From an optimization exercise on the open Yosys and OpenROAD flow, aimed at a short achievable clock period and few clock cycles; shortcuts taken in it are not production practice. The RTL was checked by simulation tests, not by an equivalence proof against the original design.

==> flow/design.v, too long to show whole: its modules and the start of the top module <==
// module VexRiscv: 3136 lines
// module StreamFifoLowLatency: 116 lines
// module vexriscv_core: 50 lines
module vexriscv_core (
  input               clk,
  input               reset,
  output              iBus_cmd_valid,
  input               iBus_cmd_ready,
  output     [31:0]   iBus_cmd_payload_pc,
  input               iBus_rsp_valid,
  input      [31:0]   iBus_rsp_payload_inst,
  output              dBus_cmd_valid,
  input               dBus_cmd_ready,
  output              dBus_cmd_payload_wr,
  output     [31:0]   dBus_cmd_payload_address,
  output     [31:0]   dBus_cmd_payload_data,
  output     [1:0]    dBus_cmd_payload_size,
  input               dBus_rsp_ready,
  input      [31:0]   dBus_rsp_data
);
  // ...
==> flow/run.sh <==
#!/bin/bash
# synth_recipe.tcl (not shown) runs the flow's synth.tcl, then flattens the netlist and writes it again
# the make line also repeats each setting of config.mk as NAME=value (left out here)
make -C /OpenROAD-flow-scripts/flow DESIGN_CONFIG=/design/flow/config.mk WORK_HOME=/design/flow/orfs CLKGATE_MAP_FILE= SYNTH_SCRIPT=/design/flow/synth_recipe.tcl finish
==> flow/config.mk <==
export PLATFORM = sky130hd
export DESIGN_NAME = vexriscv_core
export DESIGN_NICKNAME = vexriscv_core
export VERILOG_FILES = /design/flow/design.v
export SDC_FILE = /design/flow/constraint.sdc
export NUM_CORES = 4
export LEC_CHECK = 0
export CAP_MARGIN = 30
export CORE_MARGIN = 2
export CORE_UTILIZATION = 30
export PLACE_DENSITY = 0.5
export SLEW_MARGIN = 40
==> flow/constraint.sdc <==
create_clock -name core_clock -period 10.0 [get_ports {clk}]
set_input_delay 2.0000 -clock core_clock [delete_from_list [all_inputs] [get_ports {clk}]]
set_output_delay 2.0000 -clock core_clock [all_outputs]
set_load 0.01 [all_outputs]
==> impl_metrics.env, run 1 <==
export IMPL_status="no timing/DRC/antenna violations"
export IMPL_placed_cells=12700
export IMPL_worstMarginPinSlew_ns=0.995
export IMPL_top_layer="met5"
export IMPL_largest_class="registers"
export IMPL_multi_input_area_um2=41800
export IMPL_cp_depth=15
export IMPL_worstHoldEndpoint="cpu.memory_to_writeBack_INSTRUCTION[13]"
export IMPL_met1_usage=0.330
export IMPL_cp_startpoint="cpu.decode_to_execute_SRC_USE_SUB_LESS"
export IMPL_crit_slowest_cell="a2111oi_1"
export IMPL_grt_ovfl_total=0
export IMPL_first_pass_iters=7
export IMPL_wl_met3_um=43600
export IMPL_grt_busiest_layer="met2"
export IMPL_syn_cell_area_um2=99500
export IMPL_fin_crit_ns=8.54
export IMPL_path_buf_inv=3
export IMPL_cp_endpoint="dBus_cmd_payload_address[26]"
export IMPL_cts_buffers=213
export IMPL_synth_simple_area_share=0.0897
export IMPL_buf_share=0.0384
export IMPL_worst_hold_path_type="flip-flop to flip-flop"
export IMPL_crit_chain="buf_4 -> xor2_1 -> fa_1 -> a21o_1 -> a21oi_1 -> o21bai_1 -> a2111oi_1 -> o31ai_1 -> buf_4 -> a21oi_1 -> o211ai_1 -> and2_1 -> xnor2_1 -> o21ai_1 -> clkdlybuf4s50_1"
export IMPL_netlist_top_cells_area="edfxtp_1 45%, dfxtp_1 5.0%, dfrtp_1 4.0%"
export IMPL_buffers=432
export IMPL_setup_viol=0
export IMPL_placed_area_um2=107000
export IMPL_seq_area_um2=54300
export IMPL_fmax_mhz=117
Testbench counts, summed over its fixed seeds: cycles 308,386.
==> module vexriscv_core, before the edit <==
module vexriscv_core (
  input               clk,
  input               reset,
  output              iBus_cmd_valid,
  input               iBus_cmd_ready,
  output     [31:0]   iBus_cmd_payload_pc,
  input               iBus_rsp_valid,
  input      [31:0]   iBus_rsp_payload_inst,
  output              dBus_cmd_valid,
  input               dBus_cmd_ready,
  output              dBus_cmd_payload_wr,
  output     [31:0]   dBus_cmd_payload_address,
  output     [31:0]   dBus_cmd_payload_data,
  output     [1:0]    dBus_cmd_payload_size,
  input               dBus_rsp_ready,
  input      [31:0]   dBus_rsp_data
);
  wire          debug_bus_cmd_ready;
  wire [31:0]   debug_bus_rsp_data;
  wire          debug_resetOut;
  VexRiscv cpu (
    .iBus_cmd_valid                (iBus_cmd_valid),
    .iBus_cmd_ready                (iBus_cmd_ready),
    .iBus_cmd_payload_pc           (iBus_cmd_payload_pc),
    .iBus_rsp_valid                (iBus_rsp_valid),
    .iBus_rsp_payload_error        (1'b0),
    .iBus_rsp_payload_inst         (iBus_rsp_payload_inst),
    .timerInterrupt                (1'b0),
    .externalInterrupt             (1'b0),
    .softwareInterrupt             (1'b0),
    .debug_bus_cmd_valid           (1'b0),
    .debug_bus_cmd_ready           (debug_bus_cmd_ready),
    .debug_bus_cmd_payload_wr      (1'b0),
    .debug_bus_cmd_payload_address (8'h00),
    .debug_bus_cmd_payload_data    (32'h00000000),
    .debug_bus_rsp_data            (debug_bus_rsp_data),
    .debug_resetOut                (debug_resetOut),
    .dBus_cmd_valid                (dBus_cmd_valid),
    .dBus_cmd_ready                (dBus_cmd_ready),
    .dBus_cmd_payload_wr           (dBus_cmd_payload_wr),
    .dBus_cmd_payload_address      (dBus_cmd_payload_address),
    .dBus_cmd_payload_data         (dBus_cmd_payload_data),
    .dBus_cmd_payload_size         (dBus_cmd_payload_size),
    .dBus_rsp_ready                (dBus_rsp_ready),
    .dBus_rsp_error                (1'b0),
    .dBus_rsp_data                 (dBus_rsp_data),
    .clk                           (clk),
    .reset                         (reset)
  );
endmodule
==> run 2: changes to the inputs <==
==> flow/design.v (replaced) <==
module VexRiscv (
  input               clk,
  input               reset,
  output              iBus_cmd_valid,
  input               iBus_cmd_ready,
  output     [31:0]   iBus_cmd_payload_pc,
  input               iBus_rsp_valid,
  input      [31:0]   iBus_rsp_payload_inst,
  output              dBus_cmd_valid,
  input               dBus_cmd_ready,
  output              dBus_cmd_payload_wr,
  output     [31:0]   dBus_cmd_payload_address,
  output     [31:0]   dBus_cmd_payload_data,
  output     [1:0]    dBus_cmd_payload_size,
  input               dBus_rsp_ready,
  input      [31:0]   dBus_rsp_data
);
  localparam BI = 5;               
  localparam NB = 1 << BI;
  localparam TW = 10;              
  localparam R_ADD  = 4'd0;
  localparam R_SLT  = 4'd1;
  localparam R_SLTU = 4'd2;
  localparam R_XOR  = 4'd3;
  localparam R_OR   = 4'd4;
  localparam R_AND  = 4'd5;
  localparam R_SLL  = 4'd6;
  localparam R_SRL  = 4'd7;
  localparam R_SRA  = 4'd8;
  localparam R_LINK = 4'd9;
  localparam R_CSR  = 4'd10;
  function [31:0] cexp;
    input [15:0] c;
    reg [4:0] rdp, rs2p;
    begin
      rdp  = {2'b01, c[4:2]};
      rs2p = {2'b01, c[9:7]};
      cexp = 32'h0;
      case ({c[15:13], c[1:0]})
        5'b000_00: cexp = {2'b0, c[10:7], c[12:11], c[5], c[6], 2'b00, 5'd2, 3'b000, rdp, 7'h13};            
        5'b010_00: cexp = {5'b0, c[5], c[12:10], c[6], 2'b00, rs2p, 3'b010, rdp, 7'h03};                     
        5'b110_00: cexp = {5'b0, c[5], c[12], rdp, rs2p, 3'b010, c[11:10], c[6], 2'b00, 7'h23};              
        5'b000_01: cexp = {{7{c[12]}}, c[6:2], c[11:7], 3'b000, c[11:7], 7'h13};                               
        5'b001_01: cexp = {c[12], c[8], c[10:9], c[6], c[7], c[2], c[11], c[5:3], {9{c[12]}}, 5'd1, 7'h6F};   
        5'b010_01: cexp = {{7{c[12]}}, c[6:2], 5'd0, 3'b000, c[11:7], 7'h13};                                  
        5'b011_01: begin
          if (c[11:7] == 5'd2)
            cexp = {{3{c[12]}}, c[4:3], c[5], c[2], c[6], 4'b0, 5'd2, 3'b000, 5'd2, 7'h13};                    
          else
            cexp = {{15{c[12]}}, c[6:2], c[11:7], 7'h37};                                                      
        end
        5'b100_01: begin
          case (c[11:10])
            2'b00: cexp = {7'b0000000, c[6:2], rs2p, 3'b101, rs2p, 7'h13};                                     
            2'b01: cexp = {7'b0100000, c[6:2], rs2p, 3'b101, rs2p, 7'h13};                                     
            2'b10: cexp = {{7{c[12]}}, c[6:2], rs2p, 3'b111, rs2p, 7'h13};                                     
            default: begin
              case (c[6:5])
                2'b00: cexp = {7'b0100000, rdp, rs2p, 3'b000, rs2p, 7'h33};                                    
                2'b01: cexp = {7'b0000000, rdp, rs2p, 3'b100, rs2p, 7'h33};                                    
                2'b10: cexp = {7'b0000000, rdp, rs2p, 3'b110, rs2p, 7'h33};                                    
                default: cexp = {7'b0000000, rdp, rs2p, 3'b111, rs2p, 7'h33};                                  
              endcase
            end
          endcase
        end
        5'b101_01: cexp = {c[12], c[8], c[10:9], c[6], c[7], c[2], c[11], c[5:3], {9{c[12]}}, 5'd0, 7'h6F};   
        5'b110_01: cexp = {{4{c[12]}}, c[6:5], c[2], 5'd0, rs2p, 3'b000, c[11:10], c[4:3], c[12], 7'h63};     
        5'b111_01: cexp = {{4{c[12]}}, c[6:5], c[2], 5'd0, rs2p, 3'b001, c[11:10], c[4:3], c[12], 7'h63};     
        5'b000_10: cexp = {7'b0000000, c[6:2], c[11:7], 3'b001, c[11:7], 7'h13};                               
        5'b010_10: cexp = {4'b0, c[3:2], c[12], c[6:4], 2'b00, 5'd2, 3'b010, c[11:7], 7'h03};                 
        5'b110_10: cexp = {4'b0, c[8:7], c[12], c[6:2], 5'd2, 3'b010, c[11:9], 2'b00, 7'h23};                 
        5'b100_10: begin
          if (c[12] == 1'b0) begin
            if (c[6:2] == 5'd0) cexp = {12'b0, c[11:7], 3'b000, 5'd0, 7'h67};                                  
            else                cexp = {7'b0, c[6:2], 5'd0, 3'b000, c[11:7], 7'h33};                           
          end else begin
            if (c[11:2] == 10'd0)    cexp = 32'h00100073;                                                      
            else if (c[6:2] == 5'd0) cexp = {12'b0, c[11:7], 3'b000, 5'd1, 7'h67};                             
            else                     cexp = {7'b0, c[6:2], c[11:7], 3'b000, c[11:7], 7'h33};                   
          end
        end
        default: cexp = 32'h00000013;
      endcase
    end
  endfunction
  wire        flush;               
  wire [31:1] rpc;                 
  wire        hold_w, hold_m, hold_e;
  reg  [NB-1:0] btb_v;
  reg  [TW-1:0] btb_tag [0:NB-1];
  reg           btb_e   [0:NB-1];
  reg  [1:0]    btb_ctr [0:NB-1];
  reg  [31:1]   btb_tgt [0:NB-1];
  wire          btb_we;
  wire [BI-1:0] btb_widx;
  wire          btb_wv;
  wire [TW-1:0] btb_wtag;
  wire          btb_we_e;
  wire [1:0]    btb_wctr;
  wire [31:1]   btb_wtgt;
  reg  [31:2] f_pc;
  reg         f_start;             
  reg         f_valid;
  reg  [4:0]  f_live;              
  reg  [4:0]  f_drop;              
  reg  [1:0]  mq_h, mq_t;
  reg         mq_start [0:3];
  reg         mq_hit   [0:3];
  reg         mq_e     [0:3];
  reg  [1:0]  mq_ctr   [0:3];
  reg  [31:1] mq_tgt   [0:3];
  localparam QN = 10;
  localparam QW = 50;
  reg  [QN*QW-1:0] qv;
  reg  [3:0]       q_cnt;
  wire [BI-1:0] f_idx = f_pc[BI+1:2];
  reg           bu_we;
  reg  [BI-1:0] bu_idx;
  reg           bu_v;
  reg  [TW-1:0] bu_tag;
  reg           bu_e;
  reg  [1:0]    bu_ctr;
  reg  [31:1]   bu_tgt;
  wire f_hit  = btb_v[f_idx] && (btb_tag[f_idx] == f_pc[BI+1+TW:BI+2]) && !(!btb_e[f_idx] && f_start) &&
                !(bu_we && (bu_idx == f_idx));
  wire f_take = f_hit && btb_ctr[f_idx][1];
  wire f_acc   = f_valid && iBus_cmd_ready;
  wire r_stale = (f_drop != 5'd0);
  wire r_live  = iBus_rsp_valid && !r_stale;
  assign iBus_cmd_valid      = f_valid;
  assign iBus_cmd_payload_pc = {f_pc, 2'b00};
  wire        m_st  = mq_start[mq_h];
  wire        m_ht  = mq_hit[mq_h];
  wire        m_e   = mq_e[mq_h];
  wire [1:0]  m_ct  = mq_ctr[mq_h];
  wire [31:1] m_tg  = mq_tgt[mq_h];
  wire        m_end = (m_ht && m_ct[1]) ? m_e : 1'b1;
  wire        push  = r_live && !flush;
  wire [1:0]  npush = !push ? 2'd0 : ((m_st || !m_end) ? 2'd1 : 2'd2);
  wire [15:0] p0_hw = m_st ? iBus_rsp_payload_inst[31:16] : iBus_rsp_payload_inst[15:0];
  wire        p0_bh = m_ht && (m_e == m_st);
  wire [15:0] p1_hw = iBus_rsp_payload_inst[31:16];
  wire        p1_bh = m_ht && m_e;
  wire [QW-1:0] qe0 = qv[0 +: QW];
  wire [QW-1:0] qe1 = qv[QW +: QW];
  wire [15:0] hw0 = qe0[15:0];
  wire [15:0] hw1 = qe1[15:0];
  wire        is16 = (hw0[1:0] != 2'b11);
  wire        d_avail = (q_cnt != 4'd0) && (is16 || (q_cnt >= 4'd2));
  wire        d_take;              
  wire        d_go;                
  wire [1:0]  npop = d_take ? (is16 ? 2'd1 : 2'd2) : 2'd0;
  wire [4:0] tot_next  = f_live + f_drop + {4'd0, f_acc} - {4'd0, iBus_rsp_valid};
  wire [4:0] live_next = flush ? 5'd0 : (f_live + {4'd0, f_acc} - {4'd0, r_live});
  wire [4:0] drop_next = flush ? tot_next : (f_drop - {4'd0, (iBus_rsp_valid && r_stale)});
  wire [3:0] qcnt_next = flush ? 4'd0 : (q_cnt + {2'd0, npush} - {2'd0, npop});
  wire [4:0] live_nf   = f_live + {4'd0, f_acc} - {4'd0, r_live};
  wire [6:0] room      = {3'd0, q_cnt} + {5'd0, npush} + {1'b0, live_nf, 1'b0};
  wire       valid_next = (flush || ((room <= QN - 2) && (live_nf < 5'd3))) && (tot_next < 5'd14);
  wire [QW-1:0] pe0 = {m_tg, m_ct, p0_bh, p0_hw};
  wire [QW-1:0] pe1 = {m_tg, m_ct, p1_bh, p1_hw};
  reg  [QN*QW-1:0] qv_n;
  integer qi, qb;
  reg [QW-1:0] c0, c1, c2;
  always @(*) begin
    for (qi = 0; qi < QN; qi = qi + 1) begin
      qb = q_cnt;
      c0 = (qi < qb) ? qv[qi*QW +: QW] : (qi == qb) ? pe0 : pe1;
      c1 = (qi < qb - 1) ? qv[((qi+1 < QN) ? qi+1 : qi)*QW +: QW] : (qi == qb - 1) ? pe0 : pe1;
      c2 = (qi < qb - 2) ? qv[((qi+2 < QN) ? qi+2 : qi)*QW +: QW] : (qi == qb - 2) ? pe0 : pe1;
      qv_n[qi*QW +: QW] = (npop == 2'd0) ? c0 : (npop == 2'd1) ? c1 : c2;
    end
  end
  always @(posedge clk or posedge reset) begin
    if (reset) begin
      f_pc    <= 30'd0;
      f_start <= 1'b0;
      f_valid <= 1'b1;
      f_live  <= 5'd0;
      f_drop  <= 5'd0;
      mq_h    <= 2'd0;
      mq_t    <= 2'd0;
      q_cnt   <= 4'd0;
    end else begin
      f_valid <= valid_next;
      f_live  <= live_next;
      f_drop  <= drop_next;
      q_cnt   <= qcnt_next;
      if (flush) begin
        f_pc    <= rpc[31:2];
        f_start <= rpc[1];
        mq_h    <= 2'd0;
        mq_t    <= 2'd0;
      end else begin
        if (f_acc) begin
          f_pc    <= f_take ? btb_tgt[f_idx][31:2] : (f_pc + 30'd1);
          f_start <= f_take ? btb_tgt[f_idx][1] : 1'b0;
          mq_t    <= mq_t + 2'd1;
        end
        if (r_live) mq_h <= mq_h + 2'd1;
      end
    end
  end
  always @(posedge clk) begin
    if (f_acc && !flush) begin
      mq_start[mq_t] <= f_start;
      mq_hit[mq_t]   <= f_hit;
      mq_e[mq_t]     <= btb_e[f_idx];
      mq_ctr[mq_t]   <= btb_ctr[f_idx];
      mq_tgt[mq_t]   <= btb_tgt[f_idx];
    end
    qv <= qv_n;
  end
  reg  [31:1] d_pc;
  wire [31:0] ins = is16 ? cexp(hw0) : {hw1, hw0};
  wire        x_bh  = is16 ? qe0[16]    : qe1[16];
  wire [1:0]  x_bc  = is16 ? qe0[18:17] : qe1[18:17];
  wire [31:1] x_tgt = is16 ? qe0[49:19] : qe1[49:19];
  wire        x_pt  = x_bh && x_bc[1];
  wire        x_bad = !is16 && qe0[16] && qe0[18];
  wire [6:0] op  = ins[6:0];
  wire [4:0] rd  = ins[11:7];
  wire [2:0] f3  = ins[14:12];
  wire [4:0] rs1 = ins[19:15];
  wire [4:0] rs2 = ins[24:20];
  wire       f7b = ins[30];
  wire i_lui   = (op == 7'h37);
  wire i_auipc = (op == 7'h17);
  wire i_jal   = (op == 7'h6F);
  wire i_jalr  = (op == 7'h67);
  wire i_br    = (op == 7'h63);
  wire i_load  = (op == 7'h03);
  wire i_store = (op == 7'h23);
  wire i_opi   = (op == 7'h13);
  wire i_op    = (op == 7'h33);
  wire i_sys   = (op == 7'h73);
  wire i_csr   = i_sys && (f3 != 3'b000);
  wire i_ebrk  = i_sys && (f3 == 3'b000) && (ins[31:20] == 12'h001);
  wire i_mret  = i_sys && (f3 == 3'b000) && (ins[31:20] == 12'h302);
  wire [31:0] imm_i = {{20{ins[31]}}, ins[31:20]};
  wire [31:0] imm_s = {{20{ins[31]}}, ins[31:25], ins[11:7]};
  wire [31:0] imm_b = {{19{ins[31]}}, ins[31], ins[7], ins[30:25], ins[11:8], 1'b0};
  wire [31:0] imm_u = {ins[31:12], 12'b0};
  wire [31:0] imm_j = {{11{ins[31]}}, ins[31], ins[19:12], ins[20], ins[30:21], 1'b0};
  wire use1 = !(i_lui || i_auipc || i_jal || (i_csr && f3[2]));
  wire use2 = i_br || i_store || i_op;
  wire wr_rd = (i_lui || i_auipc || i_jal || i_jalr || i_load || i_opi || i_op || i_csr) && (rd != 5'd0) && !x_bad;
  reg  [31:0] rf [1:31];
  reg         e_valid, e_we, e_load, e_store, e_br, e_jal, e_jalr, e_csr, e_csrw, e_ebrk, e_mret, e_bad;
  reg         e_sub, e_pt, e_bh;
  reg  [1:0]  e_bc;
  reg  [3:0]  e_rsel;
  reg  [4:0]  e_rd;
  reg  [2:0]  e_f3;
  reg  [31:0] e_a, e_b, e_sd;
  reg  [31:1] e_pc, e_nseq, e_boff, e_poff, e_ptgt;
  reg  [BI-1:0] e_eidx;
  reg  [TW-1:0] e_etag;
  reg         e_ehw;
  reg  [7:0]  e_csel;
  reg         m_valid, m_we, m_load, m_mem, m_wr, m_issued, m_sgn;
  reg  [1:0]  m_size;
  reg  [4:0]  m_rd;
  reg  [31:0] m_res, m_sd;
  reg         w_valid, w_we, w_load, w_sgn;
  reg  [1:0]  w_size, w_alo;
  reg  [4:0]  w_rd;
  reg  [31:0] w_res;
  wire [31:0] e_res;
  wire [31:0] ld_sh = dBus_rsp_data >> {w_alo, 3'b000};
  wire [31:0] ld_val = (w_size == 2'd0) ? {{24{w_sgn && ld_sh[7]}}, ld_sh[7:0]} :
                       (w_size == 2'd1) ? {{16{w_sgn && ld_sh[15]}}, ld_sh[15:0]} : dBus_rsp_data;
  wire [31:0] w_val = w_load ? ld_val : w_res;
  reg [31:0] v1, v2;
  always @(*) begin
    if (rs1 == 5'd0)                              v1 = 32'd0;
    else if (e_valid && e_we && (e_rd == rs1))    v1 = e_res;
    else if (m_valid && m_we && (m_rd == rs1))    v1 = m_res;
    else if (w_valid && w_we && (w_rd == rs1))    v1 = w_val;
    else                                          v1 = rf[rs1];
  end
  always @(*) begin
    if (rs2 == 5'd0)                              v2 = 32'd0;
    else if (e_valid && e_we && (e_rd == rs2))    v2 = e_res;
    else if (m_valid && m_we && (m_rd == rs2))    v2 = m_res;
    else if (w_valid && w_we && (w_rd == rs2))    v2 = w_val;
    else                                          v2 = rf[rs2];
  end
  wire haz = (e_valid && e_load && (e_rd != 5'd0) && ((use1 && e_rd == rs1) || (use2 && e_rd == rs2))) ||
             (m_valid && m_load && (m_rd != 5'd0) && ((use1 && m_rd == rs1) || (use2 && m_rd == rs2)));
  assign d_take = d_avail && !haz && !hold_e;
  assign d_go = d_take && !flush;
  wire [31:1] d_p1 = d_pc + 31'd1;
  wire [31:1] d_p2 = d_pc + 31'd2;
  wire [31:1] d_nseq = is16 ? d_p1 : d_p2;
  wire [31:1] d_end  = is16 ? d_pc : d_p1;       
  wire [31:0] d_boff = i_jal ? imm_j : imm_b;
  wire [31:1] d_poff = x_tgt - d_pc;
  wire [31:0] d_a = (i_auipc) ? {d_pc, 1'b0} : i_lui ? 32'd0 : (i_csr && f3[2]) ? {27'd0, rs1} : v1;
  wire [31:0] d_b = (i_op || i_br) ? v2 : i_store ? imm_s : (i_lui || i_auipc) ? imm_u : imm_i;
  reg [3:0] d_rsel;
  always @(*) begin
    d_rsel = R_ADD;
    if (i_op || i_opi) begin
      case (f3)
        3'b010: d_rsel = R_SLT;
        3'b011: d_rsel = R_SLTU;
        3'b100: d_rsel = R_XOR;
        3'b110: d_rsel = R_OR;
        3'b111: d_rsel = R_AND;
        3'b001: d_rsel = R_SLL;
        3'b101: d_rsel = f7b ? R_SRA : R_SRL;
        default: d_rsel = R_ADD;
      endcase
    end
    if (i_jal || i_jalr) d_rsel = R_LINK;
    if (i_csr) d_rsel = R_CSR;
  end
  wire [11:0] csra = ins[31:20];
  wire [7:0]  d_csel = {csra == 12'hC80, csra == 12'hC00, csra == 12'h343, csra == 12'h342,
                        csra == 12'h341, csra == 12'h344, csra == 12'h304, csra == 12'h300};
  always @(posedge clk or posedge reset) begin
    if (reset) begin
      e_valid <= 1'b0;
      d_pc    <= 31'd0;
    end else begin
      if (flush) d_pc <= rpc;
      else if (d_go) d_pc <= x_pt ? x_tgt : d_nseq;
      if (!hold_e) e_valid <= d_go;
    end
  end
  always @(posedge clk) begin
    if (!hold_e) begin
      e_we    <= wr_rd;
      e_load  <= i_load && !x_bad;
      e_store <= i_store && !x_bad;
      e_br    <= i_br && !x_bad;
      e_jal   <= i_jal && !x_bad;
      e_jalr  <= i_jalr && !x_bad;
      e_csr   <= i_csr && !x_bad;
      e_csrw  <= (f3[1:0] == 2'b01) || (rs1 != 5'd0);
      e_ebrk  <= i_ebrk && !x_bad;
      e_mret  <= i_mret && !x_bad;
      e_bad   <= x_bad;
      e_sub   <= i_op && f7b && (f3 == 3'b000);
      e_pt    <= x_pt;
      e_bh    <= x_bh;
      e_bc    <= x_bc;
      e_rsel  <= d_rsel;
      e_rd    <= rd;
      e_f3    <= f3;
      e_a     <= d_a;
      e_b     <= d_b;
      e_sd    <= v2;
      e_pc    <= d_pc;
      e_nseq  <= d_nseq;
      e_boff  <= d_boff[31:1];
      e_poff  <= d_poff;
      e_ptgt  <= x_tgt;
      e_eidx  <= d_end[BI+1:2];
      e_etag  <= d_end[BI+1+TW:BI+2];
      e_ehw   <= d_end[1];
      e_csel  <= d_csel;
    end
  end
  reg         st_mie, st_mpie;
  reg  [1:0]  st_mpp;
  reg         ie_meie, ie_mtie, ie_msie;
  reg  [31:0] mepc, mtval;
  reg         mc_int;
  reg  [3:0]  mc_code;
  reg  [63:0] mcycle;
  wire [31:0] bx   = e_sub ? ~e_b : e_b;
  wire [31:0] sum  = e_a + bx + {31'd0, e_sub};
  wire        c_eq  = (e_a == e_b);
  wire        c_lt  = ($signed(e_a) < $signed(e_b));
  wire        c_ltu = (e_a < e_b);
  wire [31:0] sll  = e_a << e_b[4:0];
  wire [31:0] srl  = e_a >> e_b[4:0];
  wire [31:0] sra  = $signed(e_a) >>> e_b[4:0];
  wire [31:0] csr_r =
      ({32{e_csel[0]}} & {19'd0, st_mpp, 3'd0, st_mpie, 3'd0, st_mie, 3'd0}) |
      ({32{e_csel[1]}} & {20'd0, ie_meie, 3'd0, ie_mtie, 3'd0, ie_msie, 3'd0}) |
      ({32{e_csel[3]}} & mepc) |
      ({32{e_csel[4]}} & {mc_int, 27'd0, mc_code}) |
      ({32{e_csel[5]}} & mtval) |
      ({32{e_csel[6]}} & mcycle[31:0]) |
      ({32{e_csel[7]}} & mcycle[63:32]);
  wire [31:0] csr_w = (e_f3[1:0] == 2'b01) ? e_a : (e_f3[1:0] == 2'b10) ? (csr_r | e_a) : (csr_r & ~e_a);
  reg [31:0] res;
  always @(*) begin
    case (e_rsel)
      R_SLT:  res = {31'd0, c_lt};
      R_SLTU: res = {31'd0, c_ltu};
      R_XOR:  res = e_a ^ e_b;
      R_OR:   res = e_a | e_b;
      R_AND:  res = e_a & e_b;
      R_SLL:  res = sll;
      R_SRL:  res = srl;
      R_SRA:  res = sra;
      R_LINK: res = {e_nseq, 1'b0};
      R_CSR:  res = csr_r;
      default: res = sum;
    endcase
  end
  assign e_res = res;
  reg cond;
  always @(*) begin
    case (e_f3)
      3'b000: cond = c_eq;
      3'b001: cond = !c_eq;
      3'b100: cond = c_lt;
      3'b101: cond = !c_lt;
      3'b110: cond = c_ltu;
      default: cond = !c_ltu;
    endcase
  end
  wire [31:1] e_btgt = e_pc + e_boff;
  wire tgt_ok = (e_poff == e_boff);
  wire [31:0] jr_p  = {e_ptgt, 1'b0};
  wire [31:0] jr_k  = e_a ^ e_b ^ jr_p;
  wire [31:0] jr_g  = (e_a & e_b) | ((e_a ^ e_b) & ~jr_p);
  wire [31:0] jr_c  = {jr_g[30:1], e_a[0] & e_b[0], 1'b0};
  wire jr_ok  = (jr_k[31:1] == jr_c[31:1]);
  wire is_cti = e_br || e_jal || e_jalr;
  wire mis = (e_br && (cond ? !(e_pt && tgt_ok) : e_pt)) ||
             (e_jal && !(e_pt && tgt_ok)) ||
             (e_jalr && !(e_pt && jr_ok)) ||
             (!is_cti && e_pt) || e_ebrk || e_mret || e_bad;
  wire e_fire = e_valid && !hold_e;
  assign flush = e_valid && mis;
  assign rpc = e_bad ? e_pc :
               e_ebrk ? 31'h10 :
               e_mret ? mepc[31:1] :
               e_jalr ? sum[31:1] :
               ((e_br && cond) || e_jal) ? e_btgt : e_nseq;
  assign btb_we   = e_valid && ((e_br && (e_bh || cond)) || e_jal || e_jalr || (!is_cti && e_bh) || e_bad);
  assign btb_widx = e_bad ? e_pc[BI+1:2] : e_eidx;
  assign btb_wv   = is_cti;
  assign btb_wtag = e_etag;
  assign btb_we_e = e_ehw;
  assign btb_wctr = !e_br ? 2'b11 :
                    !e_bh ? 2'b10 :
                    cond ? ((e_bc == 2'b11) ? 2'b11 : e_bc + 2'd1) :
                           ((e_bc == 2'b00) ? 2'b00 : e_bc - 2'd1);
  assign btb_wtgt = e_jalr ? sum[31:1] : e_btgt;
  always @(posedge clk or posedge reset) begin
    if (reset) begin
      btb_v <= {NB{1'b0}};
      bu_we <= 1'b0;
    end else begin
      bu_we <= btb_we;
      if (bu_we) btb_v[bu_idx] <= bu_v;
    end
  end
  always @(posedge clk) begin
    bu_idx <= btb_widx;
    bu_v   <= btb_wv;
    bu_tag <= btb_wtag;
    bu_e   <= btb_we_e;
    bu_ctr <= btb_wctr;
    bu_tgt <= btb_wtgt;
    if (bu_we) begin
      btb_tag[bu_idx] <= bu_tag;
      btb_e[bu_idx]   <= bu_e;
      btb_ctr[bu_idx] <= bu_ctr;
      btb_tgt[bu_idx] <= bu_tgt;
    end
  end
  always @(posedge clk or posedge reset) begin
    if (reset) begin
      st_mie  <= 1'b0;
      st_mpie <= 1'b0;
      st_mpp  <= 2'b11;
      ie_meie <= 1'b0;
      ie_mtie <= 1'b0;
      ie_msie <= 1'b0;
      mcycle  <= 64'd0;
    end else begin
      mcycle <= mcycle + 64'd1;
      if (e_fire) begin
        if (e_csr && e_csrw && e_csel[0]) begin
          st_mpp  <= csr_w[12:11];
          st_mpie <= csr_w[7];
          st_mie  <= csr_w[3];
        end
        if (e_csr && e_csrw && e_csel[1]) begin
          ie_meie <= csr_w[11];
          ie_mtie <= csr_w[7];
          ie_msie <= csr_w[3];
        end
        if (e_ebrk) begin
          st_mie  <= 1'b0;
          st_mpie <= st_mie;
          st_mpp  <= 2'b11;
        end
        if (e_mret) begin
          st_mpp  <= 2'b00;
          st_mie  <= st_mpie;
          st_mpie <= 1'b1;
        end
      end
    end
  end
  always @(posedge clk) begin
    if (e_fire) begin
      if (e_csr && e_csrw && e_csel[3]) mepc <= csr_w;
      if (e_ebrk) begin
        mepc    <= {e_pc, 1'b0};
        mc_int  <= 1'b0;
        mc_code <= 4'd3;
        mtval   <= 32'h00100073;
      end
    end
  end
  wire m_stall = m_valid && m_mem && !m_issued && !dBus_cmd_ready;
  wire w_stall = w_valid && w_load && !dBus_rsp_ready;
  assign hold_w = w_stall;
  assign hold_m = hold_w || m_stall;
  assign hold_e = hold_m;
  assign dBus_cmd_valid           = m_valid && m_mem && !m_issued;
  assign dBus_cmd_payload_wr      = m_wr;
  assign dBus_cmd_payload_address = m_res;
  assign dBus_cmd_payload_data    = m_sd;
  assign dBus_cmd_payload_size    = m_size;
  always @(posedge clk or posedge reset) begin
    if (reset) begin
      m_valid  <= 1'b0;
      m_issued <= 1'b0;
      w_valid  <= 1'b0;
    end else begin
      if (!hold_m) begin
        m_valid  <= e_valid;
        m_issued <= 1'b0;
      end else if (dBus_cmd_valid && dBus_cmd_ready) begin
        m_issued <= 1'b1;
      end
      if (!hold_w) w_valid <= m_valid && !hold_m;
    end
  end
  always @(posedge clk) begin
    if (!hold_m) begin
      m_we   <= e_we;
      m_load <= e_load;
      m_mem  <= e_load || e_store;
      m_wr   <= e_store;
      m_sgn  <= !e_f3[2];
      m_size <= e_f3[1:0];
      m_rd   <= e_rd;
      m_res  <= e_res;
      m_sd   <= (e_f3[1:0] == 2'd0) ? {4{e_sd[7:0]}} : (e_f3[1:0] == 2'd1) ? {2{e_sd[15:0]}} : e_sd;
    end
    if (!hold_w) begin
      w_we   <= m_we;
      w_load <= m_load;
      w_sgn  <= m_sgn;
      w_size <= m_size;
      w_alo  <= m_res[1:0];
      w_rd   <= m_rd;
      w_res  <= m_res;
    end
    if (w_valid && w_we && !hold_w) rf[w_rd] <= w_val;
  end
endmodule
module vexriscv_core (
  input               clk,
  input               reset,
  output              iBus_cmd_valid,
  input               iBus_cmd_ready,
  output     [31:0]   iBus_cmd_payload_pc,
  input               iBus_rsp_valid,
  input      [31:0]   iBus_rsp_payload_inst,
  output              dBus_cmd_valid,
  input               dBus_cmd_ready,
  output              dBus_cmd_payload_wr,
  output     [31:0]   dBus_cmd_payload_address,
  output     [31:0]   dBus_cmd_payload_data,
  output     [1:0]    dBus_cmd_payload_size,
  input               dBus_rsp_ready,
  input      [31:0]   dBus_rsp_data
);
  VexRiscv cpu (
    .clk                           (clk),
    .reset                         (reset),
    .iBus_cmd_valid                (iBus_cmd_valid),
    .iBus_cmd_ready                (iBus_cmd_ready),
    .iBus_cmd_payload_pc           (iBus_cmd_payload_pc),
    .iBus_rsp_valid                (iBus_rsp_valid),
    .iBus_rsp_payload_inst         (iBus_rsp_payload_inst),
    .dBus_cmd_valid                (dBus_cmd_valid),
    .dBus_cmd_ready                (dBus_cmd_ready),
    .dBus_cmd_payload_wr           (dBus_cmd_payload_wr),
    .dBus_cmd_payload_address      (dBus_cmd_payload_address),
    .dBus_cmd_payload_data         (dBus_cmd_payload_data),
    .dBus_cmd_payload_size         (dBus_cmd_payload_size),
    .dBus_rsp_ready                (dBus_rsp_ready),
    .dBus_rsp_data                 (dBus_rsp_data)
  );
endmodule
==> flow/config.mk (replaced) <==
export PLATFORM = sky130hd
export DESIGN_NAME = vexriscv_core
export DESIGN_NICKNAME = vexriscv_core
export VERILOG_FILES = /design/flow/design.v
export SDC_FILE = /design/flow/constraint.sdc
export NUM_CORES = 4
export LEC_CHECK = 0
export ABC_CLOCK_PERIOD_IN_PS = 4000
export CAP_MARGIN = 30
export CORE_MARGIN = 2
export CORE_UTILIZATION = 30
export PLACE_DENSITY = 0.5
export SETUP_SLACK_MARGIN = 5
export SLEW_MARGIN = 40
==> run 2 against run 1 <==
  * Clock-buffer cell count grew 248
  * Hold slack gained 0.13 ns
  * Global-route usage grew 0.40 points
  * Final cell count grew 89%
  * Register-to-register slack gained 1.2 ns
  * Die area grew 89%
  * Final area grew 94%
  * Critical path depth grew 8
  * Non-clock buffer count grew 523
  * Critical path type is now flip-flop to flip-flop
  * Highest routed layer unchanged
==> impl_metrics.env, run 2 <==
export IMPL_status="no timing/DRC/antenna violations"
export IMPL_grt_max_degree=135
export IMPL_multi_input_area_um2=74700
export IMPL_async_flop_share=0.0508
export IMPL_relSlewSlack=0.319
export IMPL_path_clk_slew_ns=0.06
export IMPL_crit_type="flip-flop to flip-flop"
export IMPL_hold_buffers=0
export IMPL_synth_most_common_cell="edfxtp_1"
export IMPL_reg_top3="cpu.btb_tgt: 992 flops, cpu.rf: 992 flops, cpu.qv: 500 flops"
export IMPL_netlist_top_cells_area="edfxtp_1 55%, mux4_2 5.2%, nand2_1 4.7%"
export IMPL_clockRootBuffer="clkbuf_16"
export IMPL_nFillCells=60900
export IMPL_cp_startpoint="cpu.e_a[1]"
export IMPL_drc=0
export IMPL_worstPathArrival_ns=6.40
export IMPL_clock_sinks=3724
export IMPL_cp_required_ns=11.01
export IMPL_worst_hold_slack_ns=0.470
export IMPL_first_pass_iters=10
export IMPL_ys_ff_latch=3724
export IMPL_grt_ovfl_total=0
export IMPL_syn_cell_area_um2=189000
export IMPL_wl_per_cell_um=33.5
export IMPL_routed_via_density=5.98
export IMPL_gp_congestion=1.00
export IMPL_placed_area_um2=202000
export IMPL_mostFrequentLayoutCell="edfxtp_1"
export IMPL_synth_largest_area_cell="edfxtp_1"
export IMPL_slew_viol_final=0
export IMPL_endpoint_kind="flip-flop"
export IMPL_areaGrowthSynthToFinish_pct=17.2
export IMPL_cts_buffer_depth=4
export IMPL_post_route_period_util=0.539
export IMPL_worstMarginPinSlew_ns=1.02
export IMPL_h_tree_depth=5
export IMPL_synthTopCellsByCount="3,485 x edfxtp_1, 2,355 x nand2_1, 934 x a21oi_1"
export IMPL_die_h_um=797
export IMPL_rows=291
export IMPL_avgSynthCellArea_um2=11.9
export IMPL_die_x_um=797
export IMPL_netlist_instances=15900
export IMPL_grt_pass1_wl_um=1130000
export IMPL_io_pins=171
export IMPL_final_cell_mix="3,485 x edfxtp_1, 2,325 x nand2_1, 893 x a21oi_1"
export IMPL_start_util=0.301
export IMPL_vias=147000
export IMPL_ys_warn_count=1
export IMPL_ys_flop_type="edfxtp_1"
export IMPL_seq_area_um2=110000
export IMPL_yosys_area_top_type_share=0.555
export IMPL_dieArea_um2=635000
export IMPL_postRouteWirelength_um=825000
export IMPL_r2r_start="cpu.e_a[1]"
export IMPL_cts_tree="built"
export IMPL_track_usage=0.247
export IMPL_skew_ns=0.187
export IMPL_ant_nets=0
export IMPL_antenna_found_initial=61
export IMPL_ys_types=116
export IMPL_worstSetupStartpointType="flip-flop"
export IMPL_worst_hold_path_type="flip-flop to flip-flop"
export IMPL_synth_edf_count=3485
export IMPL_fin_area_um2=221000
export IMPL_max_cap_violations=0
export IMPL_insertion_delay_ns=1.10
export IMPL_finalSetupTns_ns=0
export IMPL_ys_seq_area_frac=0.585
export IMPL_cp_max_fo=12
export IMPL_drive_gt1_frac=0.156
export IMPL_grt_pass1_vias=137000
export IMPL_finalHoldViolations=0
export IMPL_dpl_hpwl_um=510000
export IMPL_min_from="cpu.m_we"
export IMPL_core_region_area_um2=627000
export IMPL_fin_crit_ns=5.39
export IMPL_cts_buffers=417
export IMPL_num_nets_final=16200
export IMPL_setup_viol=0
export IMPL_drtIter0Drc=21800
export IMPL_fmax_mhz=185
export IMPL_io_buffers=168
export IMPL_rsz0062_at_grt="yes"
[run 2: cell families (layout without fill, tap and decap cells)]
kind of cell             count (synthesis)  count (layout)  share of synthesized area
buffers and inverters                 1715            2090                     0.0360
multiplexers                          1047            1047                     0.0849
flip-flops                            3724            3724                      0.585
AO/OA/AOI/OAI                         4139            4144                      0.151
other                                    1              36                  0.0000199
AND/OR/NAND/NOR                       4608            4616                      0.106
adder cells (fa/ha/maj)                283             283                     0.0202
XOR/XNOR                               348             348                     0.0162
[run 2: through the flow]
| step | worst slack, ns | utilization | std cells |
|---|---|---|---|
| 5_1_grt | 4.45 | 0.352 | 24600 |
| 3_3_place_gp | 3.07 | 0.321 | 23500 |
| 4_1_cts | 4.70 | 0.350 | 24500 |
| 6_report | 4.61 | 0.352 | 24600 |
| 2_1_floorplan | -1.52 | - | 15900 |
| 3_5_place_dp | 3.44 | 0.323 | 23600 |
[run 2: repair_timing]
item                                    in CTS  in global routing
pin swaps                                   54                 31
gates resized for setup                    284                145
endpoints found under the setup margin    1535                620
cloned                                      30                 14
hold endpoints to repair                     0                  0
buffers inserted                           124                 64
[run 2: path summary, 6_finish.rpt]
| path | end | slack, ns | depth (start not counted) |
|---|---|---|---|
| min in group asynchronous | cpu.mcycle[58] | 1.70 | 2 |
| hold reg to reg | cpu.w_we | 0.47 | 0 |
| hold / removal | cpu.w_we | 0.47 | 0 |
| setup / recovery | cpu.f_valid | 4.61 | 23 |
| setup reg to reg | cpu.f_valid | 4.61 | 23 |
| max in group asynchronous | cpu.mq_h[1] | 6.85 | 3 |
[run 2: layout make-up]
class / instances / area share
clock inverters: 239 / 0.0113
multi-input cells: 10400 / 0.338
flip-flops and latches: 3724 / 0.500
diodes: 34 / 0.000385
inverters: 359 / 0.00621
repair buffers: 955 / 0.0464
clock buffers: 537 / 0.0510
well taps: 8350 / 0.0473
[run 2: per-layer routing]
metal / share of wire / GRT usage / up-vias
met5: 0.00029 / 0 / -
met4: 0.055 / 0.110 / 24
met2: 0.44 / 0.381 / 8902
met1: 0.40 / 0.335 / 75400
li1: - / - / 61500
met3: 0.10 / 0.0516 / 1628
[run 2: worst max-delay path, cell delays in order (launching register included)]
cell and delay, ns:
edfxtp_1 0.87, inv_1 0.15, ha_1 0.38, o21bai_1 0.13, a2111oi_4 0.47, a2111oi_4 0.16
nor4_4 0.26, o21a_1 0.23, nor2_1 0.05, o41a_1 0.45, a31oi_4 0.22, buf_12 0.17
and3_4 0.21, xnor2_2 0.09, ha_4 0.18, a21oi_2 0.13, xnor2_1 0.11, buf_4 0.16
ha_4 0.25, a21oi_2 0.04, nor2b_1 0.13, mux2i_1 0.19, o2111ai_1 0.12, a21oi_1 0.16
Testbench counts of run 2, summed over its fixed seeds: cycles 140,018.

==> what the ideal ports hide <==
How much do the figures lean on ideal ports? The routed layouts below were timed once more, with nothing changed but the port constraints. Step 1 (the two cells are an assumption about what drives the block):
set clk [get_ports {clk}]
set_driving_cell -lib_cell sky130_fd_sc_hd__clkbuf_16 $clk
set_driving_cell -lib_cell sky130_fd_sc_hd__buf_2 [delete_from_list [all_inputs] $clk]
Step 2 also shifts input and output timing later by t, the mid clock arrival at the registers, as if the neighbouring blocks saw the same clock. Three values: no drivers, after step 1, after step 2; two values: the first two.
run | shift t [ns] | slack for setup (ns) | hold slack, ns | worst slew at a driven data input, ns
run 1 | 0.988 | 1.460 / 1.358 / 1.592 | 0.340 / 0.340 / 0.340 | 0.17
run 2 | 1.149 | 4.609 / 4.609 / 3.994 | 0.470 / 0.470 / 0.470 | 0.26
After both steps every run listed still meets setup and hold. For run 2, which loses most, drivers alone change the setup slack by 0.000 ns; drivers and shift together by -0.615 ns.
